From an optimization exercise on the open Yosys and OpenROAD flow, aimed at small area and a short achievable clock period; shortcuts taken in it are not production practice.
At most, simulation tests tie the RTL to the original design; equivalence was not proved.
No activity file was given, so power comes from the tool's default toggle rates.

==> run Y <==
Design vi_exe, start of the top module:
module vi_exe(
input		clk_i,
input		rsn_i,
input		kill_i,
input	[31:0]	instr_i,
input	[31:0]	pc_i,
input	[31:0]	data_a_i,
input	[31:0]	data_b_i,
input	[4:0]	write_addr_i,
input		int_write_enable_i,
output	[31:0]	exe_result_o,
output		exe_illegal_o,
output	[4:0]	mult_wr_en_o,
output	[24:0]	mult_addr_o,
output	[31:0]	mult5_data_o,
output	[31:0]	mult5_instr_o,
output	[31:0]	mult5_pc_o);
==> module alu_decode, before the edit <==
module alu_decode(
input	[31:0]	instr_i,
input	[31:0]	pc_i,
input	[31:0]	data_a_i,
input	[31:0]	data_b_i,
output	[31:0]	x_o,
output	[31:0]	y_o,
output		sub_o,		 
output		eq_o,		 
output		sum_o,		 
output		br_o,		 
output		sll_o,		 
output		sys_o,		 
output		mul_o,		 
output		illegal_o);
wire	[6:0]	opcode = instr_i[6:0];
wire	[2:0]	funct3 = instr_i[14:12];
wire	[6:0]	funct7 = instr_i[31:25];
wire is_r    = opcode == 7'b0110011;
wire is_i    = opcode == 7'b0010011;
wire is_ld   = opcode == 7'b0000011;
wire is_st   = opcode == 7'b0100011;
wire is_br   = opcode == 7'b1100011;
wire is_jal  = opcode == 7'b1101111;
wire is_sys  = opcode == 7'b1110011;
wire f3_0    = funct3 == 3'b000;
wire r_add   = is_r & f3_0 & (funct7 == 7'b0000000);
wire r_sub   = is_r & f3_0 & (funct7 == 7'b0100000);
wire r_sll   = is_r & (funct3 == 3'b001) & (funct7 == 7'b0000000);
wire i_add   = is_i & f3_0;
wire	[31:0]	imm;
assign imm[0]     = is_st ? instr_i[7] : (is_br | is_jal) ? 1'b0 : instr_i[20];
assign imm[4:1]   = (is_st | is_br) ? instr_i[11:8] : instr_i[24:21];
assign imm[10:5]  = instr_i[30:25];
assign imm[11]    = is_br ? instr_i[7] : is_jal ? instr_i[20] : instr_i[31];
assign imm[19:12] = is_jal ? instr_i[19:12] : {8{instr_i[31]}};
assign imm[31:20] = {12{instr_i[31]}};
assign x_o = (is_br | is_jal) ? pc_i : data_a_i;
assign y_o = (r_add | r_sub | r_sll) ? (data_b_i ^ {32{r_sub}}) : imm;
assign sub_o = r_sub;
assign eq_o = data_a_i == data_b_i;
assign sum_o = r_add | r_sub | i_add | is_ld | is_st | is_jal;
assign br_o = is_br;
assign sll_o = r_sll;
assign sys_o = is_sys;
assign mul_o = is_r & (funct7 == 7'b0000001);
assign illegal_o = ~(is_r | i_add | is_ld | is_st | is_br | is_jal | is_sys);
endmodule
clock: 10.0 ns
lec_check: 0
cap_margin: 20
core_margin: 2
core_utilization: 55
cts_cluster_diameter: 80
cts_cluster_size: 28
slew_margin: 20
synth_hierarchical: 1
standard.sh (not shown) runs the stock make flow with config.mk's settings and CLKGATE_MAP_FILE= SYNTH_SCRIPT=/design/flow/synth_recipe.tcl, a recipe that flattens the netlist after the stock synthesis.
==> flow/flow/run.sh <==
#!/bin/bash
set -euo pipefail
export SETUP_SLACK_MARGIN=6.8
export BUFFER_PORTS_ARGS="-buffer_cell sky130_fd_sc_hd__buf_2"
bash standard.sh > standard.log 2>&1
==> run K (differences from run Y) <==
==> flow/flow/run.sh (replaced) <==
#!/bin/bash
set -euo pipefail
export SETUP_SLACK_MARGIN=7.0
export BUFFER_PORTS_ARGS="-buffer_cell sky130_fd_sc_hd__buf_2"
bash standard.sh > standard.log 2>&1
CORE_UTILIZATION = 40   (was 55)
==> run Z (differences from run Y) <==
--- a/flow/design.v
+++ b/flow/design.v
@@ -24,24 +24,28 @@
 wire is_jal  = opcode == 7'b1101111;
 wire is_sys  = opcode == 7'b1110011;
 wire f3_0    = funct3 == 3'b000;
 wire r_add   = is_r & f3_0 & (funct7 == 7'b0000000);
 wire r_sub   = is_r & f3_0 & (funct7 == 7'b0100000);
 wire r_sll   = is_r & (funct3 == 3'b001) & (funct7 == 7'b0000000);
 wire i_add   = is_i & f3_0;
+wire	imm_s = ~opcode[6] & opcode[5];
+wire	imm_b = opcode[6] & ~opcode[3];
+wire	imm_j = opcode[3];
+wire	y_inv = is_r & funct7[5];
 wire	[31:0]	imm;
-assign imm[0]     = is_st ? instr_i[7] : (is_br | is_jal) ? 1'b0 : instr_i[20];
-assign imm[4:1]   = (is_st | is_br) ? instr_i[11:8] : instr_i[24:21];
+assign imm[0]     = imm_s ? instr_i[7] : (imm_b | imm_j) ? 1'b0 : instr_i[20];
+assign imm[4:1]   = (imm_s | imm_b) ? instr_i[11:8] : instr_i[24:21];
 assign imm[10:5]  = instr_i[30:25];
-assign imm[11]    = is_br ? instr_i[7] : is_jal ? instr_i[20] : instr_i[31];
-assign imm[19:12] = is_jal ? instr_i[19:12] : {8{instr_i[31]}};
+assign imm[11]    = imm_b ? instr_i[7] : imm_j ? instr_i[20] : instr_i[31];
+assign imm[19:12] = imm_j ? instr_i[19:12] : {8{instr_i[31]}};
 assign imm[31:20] = {12{instr_i[31]}};
-assign x_o = (is_br | is_jal) ? pc_i : data_a_i;
-assign y_o = (r_add | r_sub | r_sll) ? (data_b_i ^ {32{r_sub}}) : imm;
-assign sub_o = r_sub;
+assign x_o = (opcode[6] & ~opcode[4]) ? pc_i : data_a_i;
+assign y_o = is_r ? (data_b_i ^ {32{y_inv}}) : imm;
+assign sub_o = y_inv;
 assign eq_o = data_a_i == data_b_i;
 assign sum_o = r_add | r_sub | i_add | is_ld | is_st | is_jal;
 assign br_o = is_br;
 assign sll_o = r_sll;
 assign sys_o = is_sys;
 assign mul_o = is_r & (funct7 == 7'b0000001);
 assign illegal_o = ~(is_r | i_add | is_ld | is_st | is_br | is_jal | is_sys);
CORE_UTILIZATION = 40   (was 55)
==> run D (differences from run Y) <==
--- a/flow/design.v
+++ b/flow/design.v
@@ -1188,16 +1188,15 @@
 mul_fa u_s363 (.a(c254), .b(c256), .c(c258), .s(s363), .co(c364));
 assign ra_n = {s361, s357, s353, s349, s345, s341, s337, s333, s329, s325, s321, s317, s313, s309, s305, s301, s297, s293, s289, s285, s281, s277, s273, bneg4, p2_3, p2_2, p0_5, p0_4, p0_3, p0_2, p0_1, p0_0};
 assign rb_n = {c360, c358, s363, c356, c354, s359, c352, c350, s355, c348, c346, s351, c344, c342, s347, c340, c338, s343, c336, c334, s339, c332, c330, s335, c328, c326, s331, c324, c322, s327, c320, c318, s323, c316, c314, s319, c312, c310, s315, c308, c306, s311, c304, c302, s307, c300, c298, s303, c296, c294, s299, c292, c290, s295, c288, c286, s291, c284, c282, s287, c280, c278, s283, c276, c274, s279, c272, c270, s275, c268, s271, s269, c266, s267, p3_1, s265, bneg3, p3_0, p2_1, p1_3, bneg2, p2_0, p1_2, p1_1, bneg1, p1_0, bneg0};
 endmodule
 module mul_s2(
 input [31:0] ra_n,
 input [86:0] rb_n,
-output [31:0] x,
-output [31:0] y);
+output [31:0] p);
 wire s1, c2;
 mul_ha u_s1 (.a(ra_n[4]), .b(rb_n[4]), .s(s1), .co(c2));
 wire s3, c4;
 mul_ha u_s3 (.a(ra_n[5]), .b(rb_n[7]), .s(s3), .co(c4));
 wire s5, c6;
 mul_fa u_s5 (.a(ra_n[6]), .b(rb_n[9]), .c(rb_n[10]), .s(s5), .co(c6));
 wire s7, c8;
@@ -1308,16 +1307,15 @@
 mul_fa u_s111 (.a(rb_n[80]), .b(s51), .c(c50), .s(s111), .co(c112));
 wire s113, c114;
 mul_fa u_s113 (.a(rb_n[83]), .b(s53), .c(c52), .s(s113), .co(c114));
 wire s115, c116;
 mul_fa u_s115 (.a(rb_n[86]), .b(s55), .c(c54), .s(s115), .co(c116));
 wire [31:0] x_n = {s115, s113, s111, s109, s107, s105, s103, s101, s99, s97, s95, s93, s91, s89, s87, s85, s83, s81, s79, s77, s75, s73, s71, s69, s67, s65, s63, s61, s59, rb_n[2], ra_n[1], ra_n[0]};
 wire [31:0] y_n = {c114, c112, c110, c108, c106, c104, c102, c100, c98, c96, c94, c92, c90, c88, c86, c84, c82, c80, c78, c76, c74, c72, c70, c68, c66, c64, c62, c60, c58, s57, 1'b0, rb_n[0]};
-assign x = x_n;
-assign y = y_n;
+assign p = x_n + y_n;
 endmodule
 module mul_fa(input a, input b, input c, output s, output co);
 assign s = a ^ b ^ c;
 assign co = (a & b) | (a & c) | (b & c);
 endmodule
 module mul_bsel(input x0, input x1, input one, input two, output p);
 assign p = (one & x0) | (two & x1);
@@ -1460,49 +1458,40 @@
 	mult1_pc <= exe_pc;
 	mult1_write_addr <= exe_write_addr;
 	mult1_int_write_enable <= !clr && exe_mul_we;
 	mult1_valid <= !clr && exe_valid;
 	mult1_ra <= mul_ra;
 	mult1_rb <= mul_rb;
 end
-wire	[31:0]	mul_x, mul_y;
+wire	[31:0]	mult1_data;
 mul_s2 mul_s2(
 	.ra_n		(mult1_ra),
 	.rb_n		(mult1_rb),
-	.x		(mul_x),
-	.y		(mul_y)
+	.p		(mult1_data)
 );
-wire	[16:0]	mult1_lo = mul_x[15:0] + mul_y[15:0];
 reg	[13:0]	mult2_pk, mult3_pk, mult4_pk;
 reg	[17:0]	mult2_instr_mid, mult3_instr_mid, mult4_instr_mid;
-reg	[1:0]	mult2_data_lo;
-reg	[15:0]	mult2_x_hi, mult2_y_hi;
-reg		mult2_carry;
-reg	[17:0]	mult3_data_hi, mult4_data_hi;
+reg	[17:0]	mult2_data_hi, mult3_data_hi, mult4_data_hi;
 reg	[31:0]	mult2_pc, mult3_pc, mult4_pc;
 reg	[4:0]	mult2_write_addr, mult3_write_addr, mult4_write_addr;
 reg		mult2_int_write_enable, mult3_int_write_enable, mult4_int_write_enable;
 reg		mult2_valid, mult3_valid, mult4_valid;
-wire	[15:0]	mult2_hi = mult2_x_hi + mult2_y_hi + mult2_carry;
 always @(posedge clk_i)
 begin
-	mult2_pk <= mult1_int_write_enable ? mult1_lo[13:0] :
+	mult2_pk <= mult1_int_write_enable ? mult1_data[13:0] :
 	            {mult1_instruction[31:25], mult1_instruction[6:0]};
 	mult2_instr_mid <= mult1_instruction[24:7];
-	mult2_data_lo <= mult1_lo[15:14];
-	mult2_x_hi <= mul_x[31:16];
-	mult2_y_hi <= mul_y[31:16];
-	mult2_carry <= mult1_lo[16];
+	mult2_data_hi <= mult1_data[31:14];
 	mult2_pc <= mult1_pc;
 	mult2_write_addr <= mult1_write_addr;
 	mult2_int_write_enable <= !clr && mult1_int_write_enable;
 	mult2_valid <= !clr && mult1_valid;
 	mult3_pk <= mult2_pk;
 	mult3_instr_mid <= mult2_instr_mid;
-	mult3_data_hi <= {mult2_hi, mult2_data_lo};
+	mult3_data_hi <= mult2_data_hi;
 	mult3_pc <= mult2_pc;
 	mult3_write_addr <= mult2_write_addr;
 	mult3_int_write_enable <= !clr && mult2_int_write_enable;
 	mult3_valid <= !clr && mult2_valid;
 	mult4_pk <= mult3_pk;
 	mult4_instr_mid <= mult3_instr_mid;
 	mult4_data_hi <= mult3_data_hi;
CORE_UTILIZATION = 40   (was 55)
CTS_CLUSTER_DIAMETER = unset   (was 80)
CTS_CLUSTER_SIZE = unset   (was 28)
==> comparison table <==
	run D	run Y	run K	run Z
Clock-net power	3.18 mW	1.91 mW	2.06 mW	2.11 mW
Capture point of the worst reg-to-reg path	mult2_data_hi[17]	mult1_ra[28]	exe_result[31]	mult1_ra[31]
Logic power comb	1.15 mW	1.05 mW	1.08 mW	1.15 mW
Detail Placement HPWL	70.7 mm	71.9 mm	69.9 mm	71.5 mm
Simple-gate portion of the synthesized area	6.84%	6.41%	6.41%	6.45%
Critical path endpoint	mult2_data_hi[17]	exe_y[2]	exe_result[31]	mult5_instr_o[11]
Reg-to-reg setup timing slack	6.67 ns	6.85 ns	6.84 ns	6.85 ns
Number of standard cells in the final layout excluding fillers	4297	3952	4304	4288
Post-synth top area share	44.4%	44.7%	44.7%	44.7%
Status	timing/DRC/antenna clean	timing/DRC/antenna clean	timing/DRC/antenna clean	timing/DRC/antenna clean
Sequential share of power	44.9%	54.9%	53.5%	52.8%
Classification of the worst setup path	reg -> reg	in -> reg	reg -> reg	reg -> out
Synthesized-area fraction occupied by xor and xnor cells	9.65%	9.41%	9.41%	9.45%
Mapped Avg Cell Area	12.3 µm²	12.1 µm²	12.1 µm²	12.0 µm²
Fill cell instance count of the final layout	7956	5360	8037	8237
Die Area	90600 µm²	67200 µm²	91900 µm²	91800 µm²
For run Y, run K and run D, only the layout was checked, not whether the RTL still works.

[afterwards: timing with drivers on the ports]
The results above use ideal ports. As a check the final layouts listed here were re-extracted and re-timed, cells and wires unchanged.
Step 1: set_driving_cell puts a clkbuf_16 on clk_i and a buf_2 on each other input, an assumption about the parent block.
Step 2, shift: input delay + t, output delay - t, t = (earliest + latest rising clock arrival at the registers) / 2. This alone moves slack from input paths to output paths.
Slacks: no drivers / after step 1 / after step 2; pairs: no drivers / after step 1.
run | t (ns) | setup WS [ns] | worst hold slack (ns) | worst setup path after step 2 | worst register clock-pin slew, ns
run Y | 0.684 | 6.785 / 6.758 / 6.117 | 0.324 / 0.324 / 0.324 | input to register | 0.11 / 0.11
run K | 0.678 | 6.837 / 6.820 / 6.221 | 0.309 / 0.309 / 0.309 | input to register | 0.11 / 0.11
run Z | 0.689 | 6.840 / 6.775 / 6.275 | 0.320 / 0.320 / 0.320 | input to register | 0.11 / 0.11
run D | 0.701 | 6.671 / 6.671 / 6.138 | 0.289 / 0.289 / 0.289 | input to register | 0.07 / 0.07
After both steps every run listed still meets setup and hold. For run Y, which loses most, drivers alone change the setup slack by -0.027 ns; drivers and shift together by -0.668 ns.
